What follows belongs to an exercise in optimizing a design on an open flow for a short achievable clock period and few clock cycles; a production flow would make more cautious choices. RTL that was checked went through simulation tests only; none was proved equivalent to the original. Function not checked in run 1: the RTL went through the layout flow alone. No activity file was given, so power comes from the tool's default toggle rates.

`flow/flow/run.sh`:
```
#!/bin/bash
set -uo pipefail
MARGIN=$(cat flow/margin.txt 2>/dev/null || echo 8)
bash standard.sh SETUP_SLACK_MARGIN=$MARGIN "BUFFER_PORTS_ARGS=-buffer_cell sky130_fd_sc_hd__buf_4" finish > standard.log 2>&1
st=$?
cp -f orfs/logs/*/armv4core/base/*.log . 2>/dev/null || true
exit $st
```
`flow/flow/margin.txt`:
```
8
```
`flow/standard.sh`:
```
#!/bin/bash
# synth_recipe.tcl (not shown) runs the flow's synth.tcl, then flattens the netlist and writes it again
# the make line also repeats each setting of config.mk as NAME=value (left out here)
make -C /OpenROAD-flow-scripts/flow DESIGN_CONFIG=/design/flow/config.mk WORK_HOME=/design/flow/orfs CLKGATE_MAP_FILE= SYNTH_SCRIPT=/design/flow/synth_recipe.tcl "${@:-finish}"
```
`flow/config.mk`:
```
export PLATFORM = sky130hd
export DESIGN_NAME = armv4core
export DESIGN_NICKNAME = armv4core
export VERILOG_FILES = /design/flow/design.v
export SDC_FILE = /design/flow/constraint.sdc
export NUM_CORES = 8
export LEC_CHECK = 0
export CAP_MARGIN = 50
export CORE_MARGIN = 2
export CORE_UTILIZATION = 30
export GPL_TIMING_DRIVEN = 1
export MIN_ROUTING_LAYER = met2
export SLEW_MARGIN = 50
export SYNTH_HIERARCHICAL = 1
export TNS_END_PERCENT = 10
```
`flow/constraint.sdc`:
```
create_clock -name core_clock -period 12.5 [get_ports {clk}]
set_input_delay 2.5000 -clock core_clock [delete_from_list [all_inputs] [get_ports {clk}]]
set_output_delay 2.5000 -clock core_clock [all_outputs]
set_load 0.01 [all_outputs]
```
`flow/design.v`:
```
module armv4core (
    input clk,
    input rst_n,
    input en,
    input           i_irq,
    input [31:0]    i_irq_r0,
    output          o_rom_en,
    output [31:0]   o_rom_addr,
    input [31:0]    i_rom_data,
    output          o_ram_en,
    output          o_ram_wr,
    output [1:0]    o_ram_size,
    output [31:0]   o_ram_addr,
    input [31:0]    i_ram_rdata,
    output [31:0]   o_ram_wdata
);
    integer k;
    reg [3:0]  nzcv;
    reg        ibit;
    reg        mode;         
    reg [3:0]  spsr_nzcv;
    reg        spsr_i;
    reg        irq_q;
    function cpass;
        input [3:0] c;
        input [3:0] f;
        reg n, z, cc, v;
        begin
            {n, z, cc, v} = f;
            case (c)
                4'h0: cpass = z;
                4'h1: cpass = ~z;
                4'h2: cpass = cc;
                4'h3: cpass = ~cc;
                4'h4: cpass = n;
                4'h5: cpass = ~n;
                4'h6: cpass = v;
                4'h7: cpass = ~v;
                4'h8: cpass = cc & ~z;
                4'h9: cpass = ~cc | z;
                4'ha: cpass = (n == v);
                4'hb: cpass = (n != v);
                4'hc: cpass = ~z & (n == v);
                4'hd: cpass = z | (n != v);
                4'he: cpass = 1'b1;
                default: cpass = 1'b0;
            endcase
        end
    endfunction
    reg [31:0] rcur [0:14];
    reg [31:0] rsh  [0:14];
    reg [31:0] pc_f;
    reg        v_d;
    reg [31:0] pc_d;
    reg        pd_taken;
    reg [31:0] pd_tgt;
    reg        pd_hit;           
    reg [7:0]  pd_idx;           
    reg        rom_en_q;
    reg        hold_v;
    reg [31:0] hold_ins, hold_pc, hold_tgt;
    reg [31:0] pd_pc4, pd_pc8, hold_pc4, hold_pc8;
    reg        hold_taken, hold_hit;
    reg [7:0]  hold_idx;
    reg        v_r;
    reg [31:0] ins_r;
    reg [31:0] pc_r, pc4_r, pc8_r;
    reg        pr_taken;
    reg        pr_hit;
    reg [7:0]  pr_idx;
    reg [31:0] pr_tgt;
    reg        r_irq;
    reg        r_dp_i, r_dp_rs, r_dp_rr, r_mrs, r_msr, r_b, r_bl, r_ldr, r_hw, r_swp, r_blk;
    reg        r_ret, r_dppc, r_memreg, r_fastoff, r_needpre, r_load, r_store;
    reg [3:0]  ra_idx, rb_idx, rc_idx;
    reg [14:0] ra_sel, rb_sel, rc_sel1h;    
    reg        ra_pc, rb_pc, rc_pc;
    reg        ra_use, ra_early, rb_use, rb_early, rc_use, rc_early;
    reg        r_lsl0;           
    reg [4:0]  sh_k;             
    reg [4:0]  sh_amt;           
    reg [1:0]  sh_type;
    reg        sh_zero, sh_big, sh_eq32, sh_rrx;
    reg [31:0] r_imm;            
    reg [31:0] r_immx;           
    reg [5:0]  r_osel;           
    reg        r_immc_flag;      
    reg [4:0]  r_blk_n_unused;
    reg [3:0]  r_first_k_unused;
    reg [15:0] r_rest_unused;
    reg        r_blk_pc;
    reg        r_pre;            
    reg [7:0]  rs_amt_q;
    reg [31:0] off_q;
    reg        v_e;
    reg        e_new;
    reg [4:0]  e_left;
    reg [4:0]  acc_left;
    reg        k_dp, k_b, k_ret, k_dppc, k_mem, k_blk, k_swp, k_mrs, k_msr, k_irq;
    reg [3:0]  cond_e;
    reg [31:0] op1_e, op2_e;
    reg        shc_e, shcf_e, rrx_e, inv_a_e, inv_b_e;
    reg [1:0]  cin_e;            
    reg [1:0]  lsel_e;           
    reg        setf_e, arith_e;
    reg [3:0]  rd_e;
    reg        rdwe_e, early_e;
    reg [31:0] early_val_e;
    reg        spsr_sel_e;
    reg        path_e;
    reg [31:0] alt_e, tgt_e, ptgt_e, pc_e;
    reg [31:0] addr_e;           
    reg        ram_en_q, ram_wr_q;
    reg        tmis_e;           
    reg        ret_late_e;       
    reg        st_e, ld_e, sign_e, u_e, blk_l_e, blk_pc_e, blk_s_e;
    reg [1:0]  size_e;
    reg [3:0]  ldrd_e;
    reg [3:0]  cur_k_e;
    reg [15:0] rest_e;
    reg [31:0] wdata_e;
    reg        bl_e, bwd_e;
    reg        cpm_e;
    reg [7:0]  idx_e;            
    reg        busy_q;           
    reg        eld_q;            
    reg [3:0]  eld_rd_q;
    reg [15:0] eld_oh_q;
    reg        e_late_q;         
    reg        e_early_q;        
    reg        e_earlyc_q;       
    reg        w_v;
    reg [3:0]  w_rd;
    reg        w_sign;
    reg [1:0]  w_size;
    reg [31:0] pcld_q;
    reg [31:0] w_data;
    always @(*) begin
        w_data = i_ram_rdata;
        if (w_sign) begin
            if (w_size == 2'b00) w_data = {{24{i_ram_rdata[7]}}, i_ram_rdata[7:0]};
            else if (w_size == 2'b01) w_data = {{16{i_ram_rdata[15]}}, i_ram_rdata[15:0]};
        end
    end
    wire w_we = w_v & (w_rd != 4'd15);
    wire cp = cpass(cond_e, nzcv);
    wire cflag = nzcv[1];
    wire [31:0] ax = op1_e;
    wire [31:0] bx = {rrx_e ? (cflag ^ inv_b_e) : op2_e[31], op2_e[30:0]};
    wire        cin = (cin_e == 2'd2) ? cflag : cin_e[0];
    wire [32:0] sum33;
    ks_add32 u_alu_add (.a(ax), .b(bx), .cin(cin), .sum(sum33[31:0]), .cout(sum33[32]));
    reg  [31:0] alu_res;
    always @(*) begin
        case (lsel_e)
            2'd0: alu_res = sum33[31:0];
            2'd1: alu_res = op1_e & bx;
            2'd2: alu_res = op1_e ^ bx;
            default: alu_res = op1_e | bx;
        endcase
    end
    wire alu_v = (ax[31] == bx[31]) & (sum33[31] != ax[31]);
    wire shc_fin = shcf_e ? cflag : shc_e;
    wire [31:0] zt = {ax[30:0] | bx[30:0], cin};
    wire        z_add = &(~(ax ^ bx ^ zt));
    wire        z_log = (lsel_e == 2'd1) ? ((op1_e & bx) == 32'd0) :
                        (lsel_e == 2'd2) ? ((op1_e ^ bx) == 32'd0) : ((op1_e | bx) == 32'd0);
    wire        z_res = arith_e ? z_add : z_log;
    wire [3:0] alu_nzcv = {alu_res[31], z_res,
                           arith_e ? sum33[32] : shc_fin,
                           arith_e ? alu_v : nzcv[0]};
    wire irq_ok = irq_q & ~ibit;
    wire [31:0] cpsr_val = {nzcv, 20'd0, ibit, 5'b10100, mode, 1'b0};
    wire [31:0] spsr_val = {spsr_nzcv, 20'd0, spsr_i, 5'b10100, mode, 1'b0};
    wire [31:0] e_data = k_mrs ? (spsr_sel_e ? spsr_val : cpsr_val) :
                         early_e ? early_val_e : alu_res;
    wire e_we = v_e & e_new & cp & rdwe_e & (rd_e != 4'd15) & ~k_irq;
    wire swp_rd_cyc = k_swp & (e_left == 5'd2);
    wire swp_wr_cyc = k_swp & (e_left == 5'd1);
    wire blk_acc = k_blk & (acc_left != 5'd0);
    wire e_acc = k_mem | k_swp | blk_acc;
    wire e_wr = (k_mem & st_e) | swp_wr_cyc | (k_blk & ~blk_l_e);
    wire e_ld = (k_mem & ld_e) | swp_rd_cyc | (k_blk & blk_l_e);
    assign o_ram_en    = ram_en_q;
    assign o_ram_wr    = ram_wr_q;
    assign o_ram_size  = size_e;
    assign o_ram_addr  = addr_e;
    assign o_ram_wdata = wdata_e;
    wire       eld_any = eld_q;
    wire [3:0] eld_rd = eld_rd_q;
    reg [3:0]  nk;
    wire [15:0] nk_oh = 16'd1 << nk;
    always @(*) begin
        nk = 4'd0;
        if (u_e) begin
            for (k = 15; k >= 0; k = k - 1)
                if (rest_e[k]) begin nk = k; end
        end else begin
            for (k = 0; k < 16; k = k + 1)
                if (rest_e[k]) begin nk = k; end
        end
    end
    wire irq_take = v_e & k_irq & irq_ok;
    wire blk_final = k_blk & blk_pc_e & (e_left == 5'd1);
    wire swap_ret = v_e & blk_final & cp & blk_s_e;
    wire [31:0] ret_val = (ret_late_e & w_v) ? w_data : op2_e;
    wire ret_hit = path_e & (ret_val == ptgt_e);
    reg        redir_e;
    reg [31:0] tgt_re;
    always @(*) begin
        redir_e = 1'b0;
        tgt_re = alt_e;
        if (v_e) begin
            if (k_irq) begin
                redir_e = 1'b1;
                tgt_re = irq_ok ? 32'h0000_0004 : pc_e;
            end else if (k_b) begin
                redir_e = (cp != path_e) | (cp & tmis_e);
                tgt_re = (cp & tmis_e) ? tgt_e : alt_e;
            end else if (k_ret) begin
                if (cp) begin
                    redir_e = ~ret_hit;
                    tgt_re = ret_val;
                end else begin
                    redir_e = path_e;
                    tgt_re = alt_e;
                end
            end else if (k_dppc) begin
                redir_e = cp | path_e;
                tgt_re = cp ? alu_res : alt_e;
            end else if (blk_final) begin
                redir_e = cp;
                tgt_re = pcld_q;
            end
        end
    end
    wire e_busy = busy_q;
    wire [31:0] cur [0:15];
    genvar gi;
    generate
        for (gi = 0; gi < 15; gi = gi + 1) begin : g_cur
            assign cur[gi] = rcur[gi];
        end
    endgenerate
    assign cur[15] = pc8_r;
    wire [3:0] rc_sel = r_blk ? r_first_k : rc_idx;
    reg [31:0] rfa, rfb, rfc;
    wire [14:0] rc_sel1h_x = r_blk ? sel1h(r_first_k) : rc_sel1h;
    always @(*) begin
        rfa = ra_pc ? pc8_r : 32'd0;
        rfb = rb_pc ? pc8_r : 32'd0;
        rfc = rc_pc ? pc8_r : 32'd0;
        for (k = 0; k < 15; k = k + 1) begin
            rfa = rfa | ({32{ra_sel[k]}} & rcur[k]);
            rfb = rfb | ({32{rb_sel[k]}} & rcur[k]);
            rfc = rfc | ({32{rc_sel1h_x[k]}} & rcur[k]);
        end
    end
    wire efa = e_we & (rd_e == ra_idx) & (ra_idx != 4'd15);
    wire efb = e_we & (rd_e == rb_idx) & (rb_idx != 4'd15);
    wire efc = e_we & (rd_e == rc_sel) & (rc_sel != 4'd15);
    wire wfa = w_we & (w_rd == ra_idx) & (ra_idx != 4'd15);
    wire wfb = w_we & (w_rd == rb_idx) & (rb_idx != 4'd15);
    wire wfc = w_we & (w_rd == rc_sel) & (rc_sel != 4'd15);
    wire [31:0] ra_p = efa ? e_data : wfa ? w_data : rfa;
    wire [31:0] rb_p = efb ? e_data : wfb ? w_data : rfb;
    wire [31:0] rc_p = efc ? e_data : wfc ? w_data : rfc;
    wire [31:0] rfd = cur[nk];
    wire        wfd = w_we & (w_rd == nk) & (nk != 4'd15);
    wire [31:0] rd_p = wfd ? w_data : rfd;
    wire exa = e_early_q & (rd_e == ra_idx) & (ra_idx != 4'd15);
    wire exb = e_early_q & (rd_e == rb_idx) & (rb_idx != 4'd15);
    wire [31:0] ra_x = exa ? early_val_e : rfa;
    wire [31:0] rb_x = exb ? early_val_e : rfb;
    wire e_late_wr = e_late_q | e_earlyc_q;
    wire hz_a = ra_use & (ra_idx != 4'd15) & ((eld_any & (eld_rd == ra_idx)) |
                (ra_early & e_late_wr & (rd_e == ra_idx)) | (ra_early & w_v & (w_rd == ra_idx)));
    wire ret_skip = r_ret & pr_taken;    
    wire hz_b = rb_use & (rb_idx != 4'd15) & ((eld_any & (eld_rd == rb_idx) & ~ret_skip) |
                (rb_early & e_late_wr & (rd_e == rb_idx)) | (rb_early & w_v & (w_rd == rb_idx)));
    wire hz_c = rc_use & (rc_idx != 4'd15) & ((eld_any & (eld_rd == rc_idx)) |
                (rc_early & e_late_wr & (rd_e == rc_idx)) | (rc_early & w_v & (w_rd == rc_idx)));
    wire stm_hz = r_blk & ~r_load & eld_any & (|(ins_r[15:0] & eld_oh_q));
    wire rrx_hz = r_memreg & sh_rrx & v_e & (setf_e | k_msr);
    wire r_memop = r_ldr | r_hw | r_swp | r_blk;
    wire cond_hz = r_memop & (ins_r[31:28] != 4'he) & v_e & (setf_e | k_msr);
    wire hazard = hz_a | hz_b | hz_c | stm_hz | rrx_hz | cond_hz;
    wire stall_r = e_busy | hazard | (r_needpre & ~r_pre);
    wire adv = ~(v_r & stall_r);
    wire [4:0]  shk = sh_k;
    wire [31:0] sh_in = rb_x;
    wire [63:0] sh_dbl = {sh_in, sh_in} >> shk;
    wire [31:0] sh_rot = sh_dbl[31:0];
    reg  [31:0] sh_mask;
    always @(*) begin
        for (k = 0; k < 32; k = k + 1) begin
            if (sh_zero) sh_mask[k] = 1'b1;
            else if (sh_big) sh_mask[k] = (sh_type == 2'd3);
            else case (sh_type)
                2'd0: sh_mask[k] = (k >= sh_amt);
                2'd1, 2'd2: sh_mask[k] = (k < (32 - sh_amt));
                default: sh_mask[k] = 1'b1;
            endcase
        end
    end
    wire sh_fill = (sh_type == 2'd2) & sh_in[31];
    wire [31:0] sh_res0 = (sh_rot & sh_mask) | (~sh_mask & {32{sh_fill}});
    wire [31:0] sh_res = sh_rrx ? {1'b0, sh_in[31:1]} : sh_res0;
    reg sh_c;
    always @(*) begin
        if (sh_rrx) sh_c = sh_in[0];
        else case (sh_type)
            2'd0: sh_c = (sh_big & ~sh_eq32) ? 1'b0 : sh_rot[0];    
            2'd1: sh_c = (sh_big & ~sh_eq32) ? 1'b0 : sh_rot[31];
            2'd2: sh_c = sh_big ? sh_in[31] : sh_rot[31];
            default: sh_c = sh_rot[31];
        endcase
    end
    reg [3:0] r_first_k;
    always @(*) begin
        r_first_k = 4'd0;
        if (ins_r[23]) begin
            for (k = 15; k >= 0; k = k - 1) if (ins_r[k]) r_first_k = k;
        end else begin
            for (k = 0; k < 16; k = k + 1) if (ins_r[k]) r_first_k = k;
        end
    end
    wire [15:0] r_rest = ins_r[15:0] & ~(16'd1 << r_first_k);
    reg [4:0] r_blk_n;
    always @(*) begin
        r_blk_n = 5'd0;
        for (k = 0; k < 16; k = k + 1) r_blk_n = r_blk_n + {4'd0, ins_r[k]};
    end
    wire [31:0] b_tgt = pc8_r + {{6{ins_r[23]}}, ins_r[23:0], 2'b00};
    wire r_u = ins_r[23];
    wire [31:0] offx = ({32{r_osel[0]}} & r_immx) |
                       ({32{r_osel[1]}} & rb_x) |
                       ({32{r_osel[2]}} & {rb_x[30:0], 1'b0}) |
                       ({32{r_osel[3]}} & {rb_x[29:0], 2'b0}) |
                       ({32{r_osel[4]}} & {rb_x[28:0], 3'b0}) |
                       ({32{r_osel[5]}} & off_q);
    wire [31:0] addr_sum;
    wire        addr_co_unused;
    ks_add32 u_addr_add (.a(ra_x), .b(offx), .cin(~r_u), .sum(addr_sum), .cout(addr_co_unused));
    reg [13:0] ras [0:7];
    reg [3:0]  ras_n;
    wire       ras_ne = (ras_n != 4'd0);
    wire [31:0] ras_top = {16'd0, ras[0], 2'b00};
    reg        redir_r;
    reg [31:0] tgt_rr;
    reg        path_r;
    reg [31:0] alt_r;
    reg [31:0] ptgt_r;
    always @(*) begin
        redir_r = 1'b0;
        tgt_rr = b_tgt;
        path_r = 1'b0;
        alt_r = pc4_r;
        ptgt_r = pr_tgt;
        if (r_irq) begin
            redir_r = 1'b0;
        end else if (r_b) begin
            if (pr_taken) begin
                path_r = 1'b1;
            end else if (pr_hit & (ins_r[31:28] != 4'he)) begin
                path_r = 1'b0;
            end else if ((ins_r[31:28] == 4'he) | ins_r[23]) begin
                path_r = 1'b1;
                redir_r = 1'b1;
                tgt_rr = b_tgt;
            end
            alt_r = path_r ? pc4_r : b_tgt;
        end else if (r_ret) begin
            if (pr_taken) begin
                path_r = 1'b1;
                ptgt_r = pr_tgt;
            end else if (pr_hit) begin
                path_r = 1'b0;
            end else if ((ins_r[31:28] == 4'he) & ras_ne) begin
                path_r = 1'b1;
                redir_r = 1'b1;
                tgt_rr = ras_top;
                ptgt_r = ras_top;
            end
            alt_r = pc4_r;
        end else if (pr_taken) begin
            redir_r = 1'b1;
            tgt_rr = pc4_r;
        end
    end
    wire r_go = v_r & adv & ~redir_e;            
    wire redir_rg = r_go & redir_r;
    localparam NB = 8;
    reg        btb_v   [0:NB-1];
    reg [13:0] btb_tag [0:NB-1];
    reg [13:0] btb_tgt [0:NB-1];
    reg        btb_cnd [0:NB-1];    
    reg        btb_ret [0:NB-1];
    reg [2:0]  btb_rr;
    reg [7:0]  ghr;
    reg [1:0]  pht [0:255];
    wire [7:0] pidx_f = pc_f[9:2] ^ ghr;
    wire       pht_t = pht[pidx_f][1];
    reg        bp_hit, bp_cnd;
    reg [31:0] bp_tgt;
    always @(*) begin
        bp_hit = 1'b0;
        bp_cnd = 1'b0;
        bp_tgt = 32'd0;
        for (k = 0; k < NB; k = k + 1) begin
            if (btb_v[k] & (btb_tag[k] == pc_f[15:2])) begin
                bp_hit = 1'b1;
                bp_cnd = bp_cnd | btb_cnd[k];
                bp_tgt = bp_tgt | (btb_ret[k] ? ras_top : {16'd0, btb_tgt[k], 2'b00});
            end
        end
    end
    wire bp_taken = bp_hit & (~bp_cnd | pht_t);
    wire [31:0] pc_f4 = pc_f + 32'd4;
    reg       bu_hit;
    reg [2:0] bu_idx;
    always @(*) begin
        bu_hit = 1'b0;
        bu_idx = 3'd0;
        for (k = 0; k < NB; k = k + 1)
            if (btb_v[k] & (btb_tag[k] == pc_e[15:2])) begin
                bu_hit = 1'b1;
                bu_idx = k;
            end
    end
    wire bu_en = v_e & e_new & (k_b | k_ret);
    assign o_rom_en = rom_en_q;
    assign o_rom_addr = pc_f;
    wire        dv = hold_v | v_d;
    wire [31:0] ins = hold_v ? hold_ins : i_rom_data;
    wire [31:0] dpc = hold_v ? hold_pc : pc_d;
    wire [31:0] dpc4 = hold_v ? hold_pc4 : pd_pc4;
    wire [31:0] dpc8 = hold_v ? hold_pc8 : pd_pc8;
    wire        dtaken = hold_v ? hold_taken : pd_taken;
    wire        dhit = hold_v ? hold_hit : pd_hit;
    wire [7:0]  didx = hold_v ? hold_idx : pd_idx;
    wire [31:0] dtgt = hold_v ? hold_tgt : pd_tgt;
    wire irq_inj = irq_q & ~ibit & ~(v_r & r_irq) & ~(v_e & k_irq);
    wire d_misc   = (ins[24:23] == 2'b10) & ~ins[20];
    wire d_dp_i   = (ins[27:25] == 3'b001) & ~d_misc;
    wire d_dp_rs  = (ins[27:25] == 3'b000) & ~ins[4] & ~d_misc;
    wire d_dp_rr  = (ins[27:25] == 3'b000) & ~ins[7] & ins[4] & ~d_misc;
    wire d_dp     = d_dp_i | d_dp_rs | d_dp_rr;
    wire d_mrs    = (ins[27:23] == 5'b00010) & (ins[21:20] == 2'b00) & ~ins[7] & ~ins[4];
    wire d_msr    = (ins[27:23] == 5'b00010) & (ins[21:20] == 2'b10) & ~ins[7] & ~ins[4];
    wire d_b      = (ins[27:25] == 3'b101);
    wire d_ldr_i  = (ins[27:25] == 3'b010);
    wire d_ldr_r  = (ins[27:25] == 3'b011) & ~ins[4];
    wire d_ldr    = d_ldr_i | d_ldr_r;
    wire d_hw     = (ins[27:25] == 3'b000) & ins[7] & ins[4] & (ins[6:5] != 2'b00) &
                    ((ins[6:5] == 2'b01) | ins[20]) & (ins[22] | (ins[11:8] == 4'd0));
    wire d_hw_r   = d_hw & ~ins[22];
    wire d_swp    = (ins[27:23] == 5'b00010) & (ins[21:20] == 2'b00) & (ins[11:4] == 8'b0000_1001);
    wire d_blk    = (ins[27:25] == 3'b100);
    wire d_mem    = d_ldr | d_hw;
    wire d_load   = ins[20];
    wire [3:0] d_opc = ins[24:21];
    wire d_mov    = (d_opc == 4'b1101) | (d_opc == 4'b1111);
    wire d_test   = (d_opc[3:2] == 2'b10);
    wire d_lsl0   = (ins[11:4] == 8'd0);
    wire d_ret    = d_dp_rs & (d_opc == 4'b1101) & ~ins[20] & d_lsl0 & (ins[3:0] == 4'd14) & (ins[15:12] == 4'd15);
    wire d_dppc   = d_dp & ~d_test & (ins[15:12] == 4'd15) & ~d_ret;
    wire d_fast   = d_ldr_r & (ins[6:5] == 2'b00) & (ins[11:9] == 3'd0);    
    wire d_memreg = d_ldr_r | d_hw_r;
    wire [4:0] d_si = ins[11:7];
    wire [1:0] d_st = ins[6:5];
    wire d_izero  = (d_st == 2'd0) & (d_si == 5'd0);
    wire d_ibig   = (d_st == 2'd1 || d_st == 2'd2) & (d_si == 5'd0);    
    wire d_irrx   = (d_st == 2'd3) & (d_si == 5'd0);
    wire [4:0] d_ik = (d_st == 2'd0) ? (5'd0 - d_si) : d_si;
    wire [63:0] d_imm_dbl = {24'd0, ins[7:0], 24'd0, ins[7:0]} >> {ins[11:8], 1'b0};
    wire [31:0] d_imm_rot = d_imm_dbl[31:0];
    wire [31:0] d_imm = d_dp_i ? d_imm_rot :
                        d_ldr_i ? {20'd0, ins[11:0]} :
                        d_hw ? {24'd0, ins[11:8], ins[3:0]} :
                        d_blk ? {29'd0, ins[24], 2'b00} : 32'd0;
    wire d_P = ins[24];
    wire d_U = ins[23];
    wire [31:0] d_offv = (d_ldr_i & d_P) ? {20'd0, ins[11:0]} :
                         (d_hw & ins[22] & d_P) ? {24'd0, ins[11:8], ins[3:0]} :
                         d_blk ? {29'd0, d_P, 2'b00} : 32'd0;
    wire d_oreg = (d_memreg & d_P);
    wire d_ofast = d_U & (d_fast | d_hw_r);
    wire [5:0] d_osel = {d_oreg & ~d_ofast,
                         d_oreg & d_ofast & d_fast & (ins[8:7] == 2'd3),
                         d_oreg & d_ofast & d_fast & (ins[8:7] == 2'd2),
                         d_oreg & d_ofast & d_fast & (ins[8:7] == 2'd1),
                         d_oreg & d_ofast & ((d_fast & (ins[8:7] == 2'd0)) | d_hw_r),
                         ~d_oreg};
    wire [15:0] d_list = ins[15:0];
    wire [3:0] d_ra = irq_inj ? 4'd0 : ins[19:16];
    wire [3:0] d_rb = irq_inj ? 4'd13 : ins[3:0];
    wire [3:0] d_rc = d_dp_rr ? ins[11:8] : ins[15:12];
    function [14:0] sel1h;
        input [3:0] idx;
        reg [15:0] oh;
        begin
            oh = 16'd1 << idx;
            sel1h = oh[14:0];
        end
    endfunction
    reg        x_inv_a, x_inv_b, x_arith, x_rdwe, x_op1z;
    reg [1:0]  x_cin, x_lsel;
    always @(*) begin
        x_inv_a = 1'b0; x_inv_b = 1'b0; x_arith = 1'b0; x_rdwe = 1'b1; x_op1z = 1'b0;
        x_cin = 2'd0; x_lsel = 2'd0;
        case (ins_r[24:21])
            4'b0000: x_lsel = 2'd1;
            4'b0001: x_lsel = 2'd2;
            4'b0010: begin x_arith = 1'b1; x_inv_b = 1'b1; x_cin = 2'd1; end
            4'b0011: begin x_arith = 1'b1; x_inv_a = 1'b1; x_cin = 2'd1; end
            4'b0100: begin x_arith = 1'b1; end
            4'b0101: begin x_arith = 1'b1; x_cin = 2'd2; end
            4'b0110: begin x_arith = 1'b1; x_inv_b = 1'b1; x_cin = 2'd2; end
            4'b0111: begin x_arith = 1'b1; x_inv_a = 1'b1; x_cin = 2'd2; end
            4'b1000: begin x_lsel = 2'd1; x_rdwe = 1'b0; end
            4'b1001: begin x_lsel = 2'd2; x_rdwe = 1'b0; end
            4'b1010: begin x_arith = 1'b1; x_inv_b = 1'b1; x_cin = 2'd1; x_rdwe = 1'b0; end
            4'b1011: begin x_arith = 1'b1; x_rdwe = 1'b0; end
            4'b1100: x_lsel = 2'd3;
            4'b1101: begin x_lsel = 2'd3; x_op1z = 1'b1; end
            4'b1110: begin x_lsel = 2'd1; x_inv_b = 1'b1; end
            default:  begin x_lsel = 2'd3; x_op1z = 1'b1; x_inv_b = 1'b1; end   
        endcase
    end
    wire [31:0] dp_op2 = r_dp_i ? r_imm : (r_dp_rs & r_lsl0) ? rb_p : sh_res;
    always @(posedge clk or negedge rst_n) begin
        if (!rst_n) begin
            nzcv <= 4'd0; ibit <= 1'b1; mode <= 1'b0; spsr_nzcv <= 4'd0; spsr_i <= 1'b1; irq_q <= 1'b0;
            pc_f <= 32'd0; v_d <= 1'b0; pc_d <= 32'd0; pd_taken <= 1'b0; pd_tgt <= 32'd0; pd_hit <= 1'b0; pd_idx <= 8'd0;
            rom_en_q <= 1'b1; hold_v <= 1'b0; hold_ins <= 32'd0; hold_pc <= 32'd0; hold_tgt <= 32'd0;
            pd_pc4 <= 32'd0; pd_pc8 <= 32'd0; hold_pc4 <= 32'd0; hold_pc8 <= 32'd0;
            hold_taken <= 1'b0; hold_hit <= 1'b0; hold_idx <= 8'd0;
            v_r <= 1'b0; ins_r <= 32'd0; pc_r <= 32'd0; pc4_r <= 32'd0; pc8_r <= 32'd0;
            pr_taken <= 1'b0; pr_tgt <= 32'd0; pr_hit <= 1'b0; pr_idx <= 8'd0; r_irq <= 1'b0;
            r_dp_i <= 1'b0; r_dp_rs <= 1'b0; r_dp_rr <= 1'b0; r_mrs <= 1'b0; r_msr <= 1'b0;
            r_b <= 1'b0; r_bl <= 1'b0; r_ldr <= 1'b0; r_hw <= 1'b0; r_swp <= 1'b0; r_blk <= 1'b0;
            r_ret <= 1'b0; r_dppc <= 1'b0; r_memreg <= 1'b0; r_fastoff <= 1'b0; r_needpre <= 1'b0;
            r_load <= 1'b0; r_store <= 1'b0;
            ra_idx <= 4'd0; rb_idx <= 4'd0; rc_idx <= 4'd0;
            ra_sel <= 15'd0; rb_sel <= 15'd0; rc_sel1h <= 15'd0; ra_pc <= 1'b0; rb_pc <= 1'b0; rc_pc <= 1'b0;
            ra_use <= 1'b0; ra_early <= 1'b0; rb_use <= 1'b0; rb_early <= 1'b0; rc_use <= 1'b0; rc_early <= 1'b0;
            r_lsl0 <= 1'b0; sh_k <= 5'd0; sh_amt <= 5'd0; sh_type <= 2'd0; sh_zero <= 1'b0; sh_big <= 1'b0; sh_eq32 <= 1'b0; sh_rrx <= 1'b0;
            r_imm <= 32'd0; r_immc_flag <= 1'b0; r_blk_n_unused <= 5'd0; r_first_k_unused <= 4'd0; r_rest_unused <= 16'd0; r_blk_pc <= 1'b0;
            r_pre <= 1'b0; rs_amt_q <= 8'd0; off_q <= 32'd0;
            v_e <= 1'b0; e_new <= 1'b0; e_left <= 5'd0; acc_left <= 5'd0;
            k_dp <= 1'b0; k_b <= 1'b0; k_ret <= 1'b0; k_dppc <= 1'b0; k_mem <= 1'b0; k_blk <= 1'b0;
            k_swp <= 1'b0; k_mrs <= 1'b0; k_msr <= 1'b0; k_irq <= 1'b0;
            cond_e <= 4'd0; op1_e <= 32'd0; op2_e <= 32'd0; shc_e <= 1'b0; shcf_e <= 1'b0; rrx_e <= 1'b0;
            inv_a_e <= 1'b0; inv_b_e <= 1'b0; cin_e <= 2'd0; lsel_e <= 2'd0; setf_e <= 1'b0; arith_e <= 1'b0;
            rd_e <= 4'd0; rdwe_e <= 1'b0; early_e <= 1'b0; early_val_e <= 32'd0; spsr_sel_e <= 1'b0;
            path_e <= 1'b0; alt_e <= 32'd0; tgt_e <= 32'd0; ptgt_e <= 32'd0; pc_e <= 32'd0;
            addr_e <= 32'd0; ram_en_q <= 1'b0; ram_wr_q <= 1'b0; tmis_e <= 1'b0; ret_late_e <= 1'b0; st_e <= 1'b0; ld_e <= 1'b0;
            r_immx <= 32'd0; r_osel <= 6'd0;
            sign_e <= 1'b0; u_e <= 1'b0; blk_l_e <= 1'b0; blk_pc_e <= 1'b0; blk_s_e <= 1'b0; size_e <= 2'd0;
            ldrd_e <= 4'd0; bwd_e <= 1'b0; cpm_e <= 1'b0; idx_e <= 8'd0; cur_k_e <= 4'd0; rest_e <= 16'd0; wdata_e <= 32'd0; bl_e <= 1'b0;
            busy_q <= 1'b0; eld_q <= 1'b0; eld_rd_q <= 4'd0; eld_oh_q <= 16'd0; e_late_q <= 1'b0; e_early_q <= 1'b0; e_earlyc_q <= 1'b0;
            w_v <= 1'b0; w_rd <= 4'd0; w_sign <= 1'b0; w_size <= 2'd0; pcld_q <= 32'd0;
            ras_n <= 4'd0;
            btb_rr <= 3'd0;
            ghr <= 8'd0;
            for (k = 0; k < 256; k = k + 1) pht[k] <= 2'd2;
            for (k = 0; k < 8; k = k + 1) ras[k] <= 14'd0;
            for (k = 0; k < NB; k = k + 1) begin
                btb_v[k] <= 1'b0; btb_tag[k] <= 14'd0; btb_tgt[k] <= 14'd0; btb_cnd[k] <= 1'b0; btb_ret[k] <= 1'b0;
            end
        end else if (en) begin
            irq_q <= i_irq;
            w_v <= eld_q & cpm_e;
            w_rd <= eld_rd;
            w_sign <= sign_e & ~k_blk;
            w_size <= size_e;
            if (w_v & (w_rd == 4'd15)) pcld_q <= w_data;
            if (v_e & e_new & cp & setf_e) nzcv <= alu_nzcv;
            if (v_e & cp & k_msr) begin
                if (spsr_sel_e) begin
                    spsr_nzcv <= op2_e[31:28];
                    spsr_i <= op2_e[7];
                end else begin
                    nzcv <= op2_e[31:28];
                    ibit <= op2_e[7];
                end
            end
            if (irq_take) begin
                spsr_nzcv <= nzcv;
                spsr_i <= ibit;
                ibit <= 1'b1;
                mode <= 1'b1;
            end
            if (v_e & blk_final & cp & blk_s_e) begin
                nzcv <= spsr_nzcv;
                ibit <= spsr_i;
                mode <= 1'b0;
            end
            if (bu_en) begin
                if (bu_hit) begin
                    if (cp & k_b) btb_tgt[bu_idx] <= tgt_e[15:2];
                end else if (cp) begin
                    btb_v[btb_rr] <= 1'b1;
                    btb_tag[btb_rr] <= pc_e[15:2];
                    btb_tgt[btb_rr] <= tgt_e[15:2];
                    btb_cnd[btb_rr] <= (cond_e != 4'he);
                    btb_ret[btb_rr] <= k_ret;
                    btb_rr <= btb_rr + 3'd1;
                end
                if (cond_e != 4'he) begin
                    ghr <= {ghr[6:0], cp};
                    if (cp) pht[idx_e] <= (pht[idx_e] == 2'd3) ? 2'd3 : pht[idx_e] + 2'd1;
                    else    pht[idx_e] <= (pht[idx_e] == 2'd0) ? 2'd0 : pht[idx_e] - 2'd1;
                end
            end
            if (e_busy) begin
                e_left <= e_left - 5'd1;
                e_new <= 1'b0;
                busy_q <= (e_left > 5'd2);
                eld_q <= k_blk & blk_l_e & (acc_left > 5'd1);
                eld_rd_q <= nk;
                eld_oh_q <= nk_oh;
                e_late_q <= 1'b0;
                e_early_q <= 1'b0;
                e_earlyc_q <= 1'b0;
                ram_en_q <= cpm_e & ((k_blk & (acc_left > 5'd1)) | k_swp);
                if (k_swp) ram_wr_q <= 1'b1;
                if (blk_acc) begin
                    acc_left <= acc_left - 5'd1;
                    cur_k_e <= nk;
                    rest_e <= rest_e & ~nk_oh;
                    addr_e <= u_e ? addr_e + 32'd4 : addr_e - 32'd4;
                    wdata_e <= rd_p;
                end
            end else begin
                v_e <= r_go;
                e_new <= r_go;
                pc_e <= pc_r;
                cond_e <= r_irq ? 4'he : ins_r[31:28];
                cpm_e <= cpass(ins_r[31:28], nzcv);
                idx_e <= pr_idx;
                k_dp <= ~r_irq & (r_dp_i | r_dp_rs | r_dp_rr);
                k_b <= ~r_irq & r_b;
                bl_e <= ~r_irq & r_bl;
                bwd_e <= r_b & ins_r[23];
                k_ret <= ~r_irq & r_ret;
                k_dppc <= ~r_irq & r_dppc;
                k_mem <= ~r_irq & (r_ldr | r_hw);
                k_blk <= ~r_irq & r_blk;
                k_swp <= ~r_irq & r_swp;
                k_mrs <= ~r_irq & r_mrs;
                k_msr <= ~r_irq & r_msr;
                k_irq <= r_irq;
                path_e <= path_r;
                tmis_e <= pr_taken & r_b & (pr_tgt != b_tgt);
                ret_late_e <= ret_skip & eld_q & (eld_rd_q == 4'd14);
                alt_e <= alt_r;
                tgt_e <= b_tgt;
                ptgt_e <= ptgt_r;
                op1_e <= ((x_op1z & ~r_memop) | r_irq | r_msr) ? 32'd0 :
                         (x_inv_a & ~r_memop) ? ~ra_p : ra_p;
                if (r_irq | r_msr) op2_e <= rb_p;
                else if (r_blk) op2_e <= ins_r[23] ? {25'd0, r_blk_n, 2'b00} : ~{25'd0, r_blk_n, 2'b00};
                else if (r_ldr | r_hw) op2_e <= (r_memreg ? sh_res : r_imm) ^ {32{~ins_r[23]}};
                else op2_e <= x_inv_b ? ~dp_op2 : dp_op2;
                shc_e <= r_dp_i ? r_imm[31] : sh_c;
                shcf_e <= r_dp_i ? r_immc_flag : (sh_zero | (r_dp_rs & r_lsl0));
                rrx_e <= r_dp_rs & sh_rrx;
                if (r_irq | r_msr) begin
                    inv_a_e <= 1'b0; inv_b_e <= 1'b0; cin_e <= 2'd0; lsel_e <= 2'd3; arith_e <= 1'b0;
                end else if (r_memop) begin
                    inv_a_e <= 1'b0; inv_b_e <= ~ins_r[23]; cin_e <= {1'b0, ~ins_r[23]}; lsel_e <= 2'd0; arith_e <= 1'b1;
                end else begin
                    inv_a_e <= x_inv_a; inv_b_e <= x_inv_b; cin_e <= x_cin; lsel_e <= x_lsel; arith_e <= x_arith;
                end
                setf_e <= ~r_irq & (r_dp_i | r_dp_rs | r_dp_rr) & ins_r[20];
                if (r_irq) begin
                    rd_e <= 4'd13; rdwe_e <= 1'b1; early_e <= 1'b0;
                end else if (r_dp_i | r_dp_rs | r_dp_rr) begin
                    rd_e <= ins_r[15:12]; rdwe_e <= x_rdwe; early_e <= 1'b0;
                end else if (r_mrs) begin
                    rd_e <= ins_r[15:12]; rdwe_e <= 1'b1; early_e <= 1'b0;
                end else if (r_b) begin
                    rd_e <= 4'd14; rdwe_e <= r_bl; early_e <= 1'b1;
                end else if (r_ldr | r_hw) begin
                    rd_e <= ins_r[19:16]; rdwe_e <= ins_r[21] | ~ins_r[24]; early_e <= ins_r[24];
                end else if (r_blk) begin
                    rd_e <= ins_r[19:16]; rdwe_e <= ins_r[21]; early_e <= 1'b0;
                end else begin
                    rd_e <= 4'd0; rdwe_e <= 1'b0; early_e <= 1'b0;
                end
                early_val_e <= r_b ? pc4_r : addr_sum;
                spsr_sel_e <= ins_r[22];
                addr_e <= addr_sum;
                ram_en_q <= r_go & ~r_irq & r_memop & cpass(ins_r[31:28], nzcv);
                ram_wr_q <= ~r_swp & r_store;
                st_e <= r_store;
                ld_e <= r_load;
                u_e <= ins_r[23];
                sign_e <= r_hw & ins_r[6];
                size_e <= r_blk ? 2'b10 :
                          r_hw ? (ins_r[5] ? 2'b01 : 2'b00) :
                          ins_r[22] ? 2'b00 : 2'b10;
                ldrd_e <= ins_r[15:12];
                blk_l_e <= ins_r[20];
                blk_pc_e <= r_blk_pc;
                blk_s_e <= ins_r[22];
                cur_k_e <= r_first_k;
                rest_e <= r_rest;
                acc_left <= r_blk ? r_blk_n : 5'd0;
                e_left <= r_irq ? 5'd1 : r_blk ? (r_blk_n + (r_blk_pc ? 5'd2 : 5'd0)) : r_swp ? 5'd2 : 5'd1;
                busy_q <= r_go & ~r_irq & ((r_blk & ((r_blk_n > 5'd1) | r_blk_pc)) | r_swp);
                eld_q <= r_go & ~r_irq & (((r_ldr | r_hw) & r_load) | r_swp | (r_blk & r_load));
                eld_rd_q <= r_blk ? r_first_k : ins_r[15:12];
                eld_oh_q <= 16'd1 << (r_blk ? r_first_k : ins_r[15:12]);
                e_late_q <= r_go & (r_irq | ((r_dp_i | r_dp_rs | r_dp_rr) & x_rdwe) | r_mrs | (r_blk & ins_r[21]) |
                            ((r_ldr | r_hw) & ~ins_r[24]));
                e_early_q <= r_go & ~r_irq & (ins_r[31:28] == 4'he) & ((r_b & r_bl) | ((r_ldr | r_hw) & ins_r[21] & ins_r[24]));
                e_earlyc_q <= r_go & ~r_irq & (ins_r[31:28] != 4'he) & ((r_b & r_bl) | ((r_ldr | r_hw) & ins_r[21] & ins_r[24]));
                wdata_e <= r_swp ? rb_p : rc_p;
            end
            if (v_r & ~adv & ~e_busy & ~hazard & r_needpre & ~r_pre) begin
                r_pre <= 1'b1;
                off_q <= {sh_rrx ? nzcv[1] : sh_res[31], sh_res[30:0]} ^ {32{~ins_r[23]}};
            end
            if (v_r & r_dp_rr & ~r_pre & ~e_busy & ~hazard) begin
                rs_amt_q <= rc_p[7:0];
                sh_amt <= rc_p[4:0];
                sh_zero <= (rc_p[7:0] == 8'd0);
                sh_big <= (rc_p[7:5] != 3'd0);
                sh_eq32 <= (rc_p[7:0] == 8'd32);
                sh_k <= (ins_r[6:5] == 2'd0) ? (5'd0 - rc_p[4:0]) : rc_p[4:0];
            end
            if (redir_e | (adv & v_r & redir_r)) begin
                pc_f <= redir_e ? tgt_re : tgt_rr;
                v_d <= 1'b0;
                hold_v <= 1'b0;
                rom_en_q <= 1'b1;
            end else begin
                if (rom_en_q) pc_f <= bp_taken ? bp_tgt : pc_f4;
                hold_v <= hold_v ? ~adv : (v_d & ~adv & rom_en_q);
                v_d <= rom_en_q | (v_d & ~(adv & ~hold_v));
                rom_en_q <= ~((hold_v ? ~adv : (v_d & ~adv & rom_en_q)) &
                              (rom_en_q | (v_d & ~(adv & ~hold_v))));
            end
            if (rom_en_q) begin
                pc_d <= pc_f;
                pd_pc4 <= pc_f4;
                pd_pc8 <= pc_f + 32'd8;
                pd_taken <= bp_taken;
                pd_hit <= bp_hit;
                pd_idx <= pidx_f;
                pd_tgt <= bp_tgt;
            end
            if (~hold_v & ~adv & rom_en_q) begin
                hold_ins <= i_rom_data;
                hold_pc <= pc_d;
                hold_pc4 <= pd_pc4;
                hold_pc8 <= pd_pc8;
                hold_taken <= pd_taken;
                hold_hit <= pd_hit;
                hold_idx <= pd_idx;
                hold_tgt <= pd_tgt;
            end
            if (redir_e) begin
                v_r <= 1'b0;
                r_pre <= 1'b0;
            end else if (adv) begin
                v_r <= dv & ~(v_r & redir_r);
                r_pre <= 1'b0;
            end
            if (adv) begin
                ins_r <= ins;
                pc_r <= dpc;
                pc4_r <= dpc4;
                pc8_r <= dpc8;
                pr_taken <= dtaken & ~irq_inj;
                pr_hit <= dhit & ~irq_inj;
                pr_idx <= didx;
                pr_tgt <= dtgt;
                r_irq <= irq_inj;
                r_dp_i <= d_dp_i & ~irq_inj; r_dp_rs <= d_dp_rs & ~irq_inj; r_dp_rr <= d_dp_rr & ~irq_inj;
                r_mrs <= d_mrs & ~irq_inj; r_msr <= d_msr & ~irq_inj; r_b <= d_b & ~irq_inj; r_bl <= d_b & ins[24] & ~irq_inj;
                r_ldr <= d_ldr & ~irq_inj; r_hw <= d_hw & ~irq_inj; r_swp <= d_swp & ~irq_inj; r_blk <= d_blk & ~irq_inj;
                r_ret <= d_ret & ~irq_inj; r_dppc <= d_dppc & ~irq_inj;
                r_memreg <= d_memreg & ~irq_inj; r_fastoff <= d_fast | d_hw_r; r_needpre <= ~irq_inj & (d_dp_rr | (d_oreg & ~d_ofast));
                r_load <= d_load; r_store <= ~d_load;
                ra_idx <= d_ra;
                rb_idx <= d_rb;
                rc_idx <= d_rc;
                ra_sel <= sel1h(d_ra);
                rb_sel <= sel1h(d_rb);
                rc_sel1h <= d_dp_rr ? sel1h(ins[11:8]) : sel1h(ins[15:12]);
                ra_pc <= (d_ra == 4'd15);
                rb_pc <= (d_rb == 4'd15);
                rc_pc <= (d_dp_rr ? (ins[11:8] == 4'd15) : (ins[15:12] == 4'd15)) & ~d_blk;
                ra_use <= ~irq_inj & ((d_dp & ~d_mov) | d_mem | d_swp | d_blk);
                ra_early <= ~irq_inj & (d_mem | d_swp | d_blk);
                rb_use <= irq_inj | d_dp_rs | d_dp_rr | d_memreg | d_swp | d_msr;
                rb_early <= ~irq_inj & ((d_dp_rs & ~d_lsl0) | d_dp_rr | d_memreg);
                rc_use <= ~irq_inj & (d_dp_rr | (d_mem & ~d_load));
                rc_early <= ~irq_inj & d_dp_rr;
                r_lsl0 <= d_lsl0;
                sh_k <= d_hw_r ? 5'd0 : d_ik;
                sh_amt <= d_hw ? 5'd0 : d_si;
                sh_type <= d_st;
                sh_zero <= d_izero | d_hw_r;
                sh_big <= d_ibig;
                sh_eq32 <= d_ibig;
                sh_rrx <= d_irrx & (d_dp_rs | d_ldr_r);
                r_imm <= d_imm;
                r_immx <= d_U ? d_offv : ~d_offv;
                r_osel <= d_osel;
                r_immc_flag <= (ins[11:8] == 4'd0);
                r_blk_pc <= d_blk & ins[20] & ins[15];
            end
            if (v_r & adv & path_r & r_bl) begin
                for (k = 7; k > 0; k = k - 1) ras[k] <= ras[k-1];
                ras[0] <= pc4_r[15:2];
                ras_n <= (ras_n == 4'd8) ? 4'd8 : ras_n + 4'd1;
            end else if (v_r & adv & path_r & r_ret) begin
                for (k = 0; k < 7; k = k + 1) ras[k] <= ras[k+1];
                ras_n <= (ras_n == 4'd0) ? 4'd0 : ras_n - 4'd1;
            end
        end
    end
    generate
        for (gi = 0; gi < 15; gi = gi + 1) begin : g_rf
            always @(posedge clk or negedge rst_n) begin
                if (!rst_n) begin
                    rcur[gi] <= 32'd0;
                    rsh[gi] <= 32'd0;
                end else if (en) begin
                    if (irq_take) begin
                        if (gi == 0) rcur[gi] <= i_irq_r0;
                        else if (gi == 13) rcur[gi] <= mode ? rsh[gi] : op2_e;
                        else if (gi == 14) rcur[gi] <= pc_e;
                        else if (~mode) rcur[gi] <= rsh[gi];
                    end else if (swap_ret) begin
                        rcur[gi] <= rsh[gi];
                    end else if (e_we & (rd_e == gi)) begin
                        rcur[gi] <= e_data;
                    end else if (w_we & (w_rd == gi)) begin
                        rcur[gi] <= w_data;
                    end
                    if ((irq_take & ~mode) | swap_ret) begin
                        rsh[gi] <= (w_we & (w_rd == gi)) ? w_data : rcur[gi];
                    end
                end
            end
        end
    endgenerate
endmodule
module ks_add32 (
    input  [31:0] a,
    input  [31:0] b,
    input         cin,
    output [31:0] sum,
    output        cout
);
    wire [31:0] p0 = a ^ b;
    wire [31:0] g0 = a & b;
    wire [32:0] g [0:6];
    wire [32:0] p [0:6];
    assign g[0] = {g0, cin};
    assign p[0] = {p0, 1'b0};
    genvar l, i;
    generate
        for (l = 0; l < 6; l = l + 1) begin : g_lvl
            for (i = 0; i < 33; i = i + 1) begin : g_bit
                if (i >= (1 << l)) begin : g_op
                    assign g[l+1][i] = g[l][i] | (p[l][i] & g[l][i - (1 << l)]);
                    assign p[l+1][i] = p[l][i] & p[l][i - (1 << l)];
                end else begin : g_pass
                    assign g[l+1][i] = g[l][i];
                    assign p[l+1][i] = p[l][i];
                end
            end
        end
    endgenerate
    assign sum = p0 ^ g[6][31:0];
    assign cout = g[6][32];
endmodule
```
==> results of run 1 <==
[repair_timing]
item | 4_1_cts
pin swaps | 170
hold buffers | 0
endpoints found under the hold margin | 0
gates cloned | 52
gates resized for setup | 956
buffers inserted | 282
endpoints found under the setup margin | 2326
[per-stage QoR]
step	instances	area, sq um
CTS	29780	222400
detailed placement	28740	200800
global placement	28640	197200
floorplan	21220	181800
[layer usage]
layer	overflow	GRT usage, %
met1	-	-
met2	374	89.25
met3	1428	92.81
met4	220	74.01
met5	266	79.21
[worst max path at each step]
stage	slack, ps	cells after the start	from	to
4_1_cts	6730	23	nzcv[1]$_DFFE_PN0P_	op2_e[29]$_DFFE_PN0P_
3_5_place_dp	4570	18	i_ram_rdata[7]	pc_f[23]$_DFFE_PN0P_
3_3_place_gp	3980	16	i_ram_rdata[7]	pc_f[24]$_DFFE_PN0P_
2_1_floorplan	7410	13	i_ram_rdata[7]	pc_f[11]$_DFFE_PN0P_
[power groups by stage]
stage | clock (mW) | combinational (mW) | sequential, mW
floorplan | 0 | 18.9 | 13.6
global placement | 0 | 43.2 | 16.4
detailed placement | 0 | 44.0 | 16.4
CTS | 12.2 | 47.7 | 16.2
==> run notes, run 1 <==
CTS:
- The number of buffers inserted during clock tree synthesis is between 300 and 400.
- The clock drives 2894 sinks.
- The H-tree generated during clock tree synthesis spans 5 levels.
- The maximum root-to-sink buffer count is 4.
- In this run the clock root is driven by a clkbuf_16.

GRT:
- The total global routing overflow is roughly 2300.
- The largest net degree at the start of global routing is 177.
- For this run, the total global-route usage over all layers was measured as slightly below 90%.
- The via count of the first global-routing pass is 314800.
- The global-route wire length before repair is roughly 2500000 um.

Floorplanning:
- In this run the count of I/O pins placed on the die edge is 201.
- The die extent in x is around 800 um.
- The initial core utilization is between 30% and 40%.
- The height of the die is 782.3 um.
- The standard-cell row count is 285.

Synth:
- The number of warning messages in the yosys log is 17.
- Counting every net in the synthesized netlist gives roughly 22000.
- Averaged over all synthesized cells, the footprint is 8.562 sq um.
- The gate count after technology mapping is 21220.
- The mapped netlist covers around 180000 sq um.

Outcome:
- The run stopped with a tool error.
- The halt point of the flow is global routing (5_1_grt).
- The tool reported: "[ERROR GRT-0116] Global routing finished with congestion. Check the congestion regions in the DRC Viewer".

Place:
- The routability congestion estimate from global placement is 1.232.
- Input and output buffers added on the ports amount to 200.
- Prior to clock tree synthesis, the placed netlist has a worst setup slack of 4566 ps.
- The detailed-placement wirelength estimate is ~1100000 um.
==> run 2, diff against run 1 <==
--- a/flow/design.v
+++ b/flow/design.v
@@ -114,3 +114,2 @@
     reg        tmis_e;           
-    reg        ret_late_e;       
     reg        st_e, ld_e, sign_e, u_e, blk_l_e, blk_pc_e, blk_s_e;
@@ -205,4 +204,3 @@
     wire swap_ret = v_e & blk_final & cp & blk_s_e;
-    wire [31:0] ret_val = (ret_late_e & w_v) ? w_data : op2_e;
-    wire ret_hit = path_e & (ret_val == ptgt_e);
+    wire ret_hit = path_e & (op2_e == ptgt_e);
     reg        redir_e;
@@ -222,3 +220,3 @@
                     redir_e = ~ret_hit;
-                    tgt_re = ret_val;
+                    tgt_re = op2_e;
                 end else begin
@@ -277,4 +275,3 @@
                 (ra_early & e_late_wr & (rd_e == ra_idx)) | (ra_early & w_v & (w_rd == ra_idx)));
-    wire ret_skip = r_ret & pr_taken;    
-    wire hz_b = rb_use & (rb_idx != 4'd15) & ((eld_any & (eld_rd == rb_idx) & ~ret_skip) |
+    wire hz_b = rb_use & (rb_idx != 4'd15) & ((eld_any & (eld_rd == rb_idx)) |
                 (rb_early & e_late_wr & (rd_e == rb_idx)) | (rb_early & w_v & (w_rd == rb_idx)));
@@ -557,3 +554,3 @@
             path_e <= 1'b0; alt_e <= 32'd0; tgt_e <= 32'd0; ptgt_e <= 32'd0; pc_e <= 32'd0;
-            addr_e <= 32'd0; ram_en_q <= 1'b0; ram_wr_q <= 1'b0; tmis_e <= 1'b0; ret_late_e <= 1'b0; st_e <= 1'b0; ld_e <= 1'b0;
+            addr_e <= 32'd0; ram_en_q <= 1'b0; ram_wr_q <= 1'b0; tmis_e <= 1'b0; st_e <= 1'b0; ld_e <= 1'b0;
             r_immx <= 32'd0; r_osel <= 6'd0;
@@ -656,3 +653,2 @@
                 tmis_e <= pr_taken & r_b & (pr_tgt != b_tgt);
-                ret_late_e <= ret_skip & eld_q & (eld_rd_q == 4'd14);
                 alt_e <= alt_r;
--- a/flow/config.mk
+++ b/flow/config.mk
@@ -11,3 +11,2 @@
 export GPL_TIMING_DRIVEN = 1
-export MIN_ROUTING_LAYER = met2
 export SLEW_MARGIN = 50
==> run notes, run 2 <==
Route:
- The number of nets with antenna violations after routing is 0.
- The wire length per cell after detailed routing is roughly 38 um.
- The via density per instance is approximately 6.5.
- The first-iteration detailed-routing DRC count is 32920.
- For this block, the routed nets add up to ~1100000 um of wire.
- The detailed router placed about 190k vias in this run.
- After detailed routing, the number of remaining DRC violations is 0.
- For this run, the detailed router's first-pass iteration total came to 20.

Cells and area:
- The top cell types in the final layout, fill and taps aside, are nand2_1 (2898), dfrtp_1 (2562), o21ai_0 (1899).
- The register with the most flip-flops in the layout has 512 of them.
- The largest registers in the layout are pht: 512 flops, rcur: 480 flops, rsh: 480 flops.
- The total number of nets in the final design is between 20000 and 25000.
- The most common library cell in the layout ignoring fill and taps is nand2_1.
- The number of filler cells placed in the layout is about 61000.
- Compared with the post-synthesis result, the final layout area differs by 20.04%.
- In the final layout, the share of cells above drive strength 1 is a little over a fifth.
- In the final layout, flip-flops and latches occupy 72840 sq um.
- The finished cells cover ~220000 sq um.
- The area used by multi-input combinational logic is between 100000 and 150000 sq um.
- Ranked by flip-flop count, first place goes to pht.

Timing:
- The transition time at the pin with the least slew margin is 938.7 ps.
- Summed over all failing endpoints, the final setup total negative slack is 0 ps.
- For the final database, setup skew stands at about 120 ps.
- The max-slew violation count is 0.
- Subtracting the final worst setup slack from the clock period gives 5128 ps.
- The total count of hold-check failures in the final report is 0.
- Hold is met by ~460 ps.
- The headroom to the max-slew limit is 37.42%.
- Setup repair after global routing could not meet its margin everywhere.
- The post-route fraction of the period consumed by the critical path is approximately two fifths.
- The highest attainable clock frequency is roughly 0.19 GHz.
- The setup violation total in the final timing report is 0.

Power and ir drop:
- The clock network burns between 10% and 20% of the power.
- Sequential cells burn 23.7% of the power.
- The logic gate share of total power is between 60% and 70%.
- Of the total power, the share spent switching nets is a little over half.
- The cell-internal power is between 30 and 40 mW.
- IR analysis of the VDD net gives a maximum drop of between 0.0006 and 0.0007 V.
- For this design the ratio of total power to cell area is between 300 and 400 nW/um^2.
- The analysis attributes to net switching a power of 37.78 mW.
- In this run the static leakage power is 88.36 nW.

Setup path:
- The setup path with the least slack is of type reg -> reg.
- The worst reg2reg path depth is 14.
- Along the worst path, the maximum fanout reaches 94.
- The critical path launch point is idx_e[4]$_DFFE_PN0P_.
- In this run the critical register-to-register path is captured at pht[1][1]$_DFFE_PN1P_.
- STA puts the critical path data arrival time at between 6000 and 7000 ps.
- The source of the worst register-to-register timing path is idx_e[4]$_DFFE_PN0P_.
- The slowest stage of the critical path belongs to the cell or4_1.
- The signal on the critical path passes through clkinvlp_4 -> nand2_1 -> nor2_1 -> buf_4 -> nand3_1 -> nand4_1 -> or4_1 -> nor4_2 -> nand4_1 -> or4_4 -> mux2_2 -> maj3_4 -> clkbuf_8 -> mux2_2.
- The worst register-to-register path has a setup slack of around 7400 ps.
- The sort of element at the end of the critical path is a register.
- The largest stage delay on the critical path is 670 ps.
- The kind of start point of the critical path is a register.
- The required time of the critical path is between 10000 and 15000 ps.

GRT:
- Summed over all layers, the global routing overflow is 0.
- The via count of the first global-routing pass is approximately 170k.
- The global-route wire length before repair is 1478000 um.
- In the global route stage, overall resource usage came out at 34.23%.
- Entering global routing, the biggest net connects around 130 pins.
- The initial antenna violation count is about 150.

Floorplanning:
- The placeable core region is approximately 600000 sq um.
- The height of the die is 780.9 um (was 782.3 um).
- The initial core utilization is 30.08% (was 30.14%).
- The die covers 609800 sq um.
- The number of top-level design ports is 201 (unchanged).
- The die extent in x is 780.9 um (was 782.3 um).
- The standard-cell row count is 285 (unchanged).

Synth:
- The post-synthesis net count is 21190 (was 21570).
- The number of warning messages in the yosys log is 17 (unchanged).
- The average cell area after synthesis came to 8.682 sq um (was 8.562 sq um).
- The synthesized cell area was 181100 sq um (was 181700 sq um).
- The gate count after technology mapping is 20850 (was 21220).

CTS:
- The root buffer cell was clkbuf_16 (unchanged).
- After clock tree synthesis, the clock-pin slew on the worst setup and hold paths is around 60 ps.
- TritonCTS built the clock tree.
- The H-tree depth reported by CTS is 5 (unchanged).
- The number of buffers inserted during clock tree synthesis is 342 (was 372).
- The maximum root-to-sink buffer count is 4 (unchanged).
- The count of clock tree sinks is 2893 (was 2894).
- The later pin in the worst-skew pair is clocked with a latency of between 1000 and 1500 ps.

Place:
- The detailed-placement wirelength estimate was 750700 um (was 1128000 um).
- The number of port buffers was 200 (unchanged).
- The routability congestion estimate from global placement was 1.081 (was 1.232).
- The placed instance area came to 194400 sq um (was 200800 sq um).

Worst hold path:
- The worst hold endpoint is pc_e[8]$_DFFE_PN0P_.
- Along the worst hold path, the cell count comes to 2.
- The startpoint identified for the worst hold timing path is pc_r[8]$_DFFE_PN0P_.
- The class of the most critical hold timing path is reg -> reg.

Outcome:
- Status: complete, no violations (was aborted with a tool error).

Flow run:
- The number of maximum-capacitance constraint violations is 0.
-- run 2: power by group through the flow --
stage,combinational (mW),clock [mW],sequential [mW]
global route,42.6,11.3,16.4
detailed placement,34.2,0,16.2
global placement,34.2,0,16.2
finish,42.4,10.9,16.5
CTS,37.8,10.9,16.0
floorplan,18.7,0,13.6
-- run 2: how the worst max path moves through the flow --
stage,end,slack (ps),cells after the start
after global routing,addr_e[29]$_DFFE_PN0P_,7390,20
after floorplan,op2_e[29]$_DFFE_PN0P_,7920,19
after global placement,tmis_e$_DFFE_PN0P_,5710,13
final,pht[1][1]$_DFFE_PN1P_,7370,14
after CTS,pc_f[25]$_DFFE_PN0P_,7660,16
after detailed placement,tmis_e$_DFFE_PN0P_,6060,13
-- run 2: final cells by class --
| class | instances | area share, % |
|---|---|---|
| clock buffers | 486 | 4.506 |
| diodes | 100 | 0.1151 |
| flip-flops and latches | 2893 | 33.51 |
| repair buffers | 1463 | 7.330 |
| multi-input cells | 15750 | 48.42 |
| well taps | 8036 | 4.626 |
| inverters | 304 | 0.5377 |
| clock inverters | 143 | 0.9493 |
-- run 2: what timing repair did --
action,CTS,global route
endpoints found under the setup margin,1779,1737
gates cloned,55,18
pin swaps,124,189
resized for setup,737,462
hold buffers,0,0
setup buffers,224,150
-- run 2: stage by stage --
stage	cells	utilization [%]	power, mW	setup WS [ps]
2_1_floorplan	20850	-	32.30	7921
3_3_place_gp	27920	31.90	50.38	5706
3_5_place_dp	27980	32.29	50.33	6064
4_1_cts	28890	35.36	64.67	7663
5_1_grt	29090	36.07	70.30	7391
6_report	29170	36.11	69.74	7372
-- run 2: worst max-delay path: cells and delay by family, from the launching register on --
| kind | cells | cell delay, ps |
|---|---|---|
| adders and majority gates | 1 | 420 |
| buffers and inverters | 3 | 770 |
| DFF | 1 | 540 |
| muxes | 2 | 790 |
| and+or+nand+nor | 8 | 2420 |
-- run 2: per-layer routing --
layer  up-vias  GRT usage [%]  part of all wire [%]  wire (um)
met5         -         0.6892                  0.10       1127
met4        93          26.56                    10     110900
met3      4666          14.06                    14     152200
met2     15420          46.68                    39     430900
met1     94490          42.46                    37     409400
li1      76100              -                     -          -
Testbench counts of run 2, summed over its fixed seeds: cycles 198,351.

==> afterwards: timing with drivers on the ports <==
No port has a modelled driver above. Below, the same layout with a new extraction and two added sets of constraints.
Step 1 (the two cells are an assumption about what drives the block):
set clk [get_ports {clk}]
set_driving_cell -lib_cell sky130_fd_sc_hd__clkbuf_16 $clk
set_driving_cell -lib_cell sky130_fd_sc_hd__buf_2 [delete_from_list [all_inputs] $clk]
Step 2, shift: input delay + t, output delay - t, t = (earliest + latest rising clock arrival at the registers) / 2. This alone moves slack from input paths to output paths.
Slacks: ideal / step 1 / step 2; pairs: ideal / step 1.
run: run 2
t, ns: 1.150
setup slack, ns: 7.372 / 7.372 / 6.322
worst slew at a driven data input, ns: 0.19
After both steps run 2 still meets setup and hold. The setup slack of run 2 moves by 0.000 ns with the drivers and by -1.050 ns with both steps.
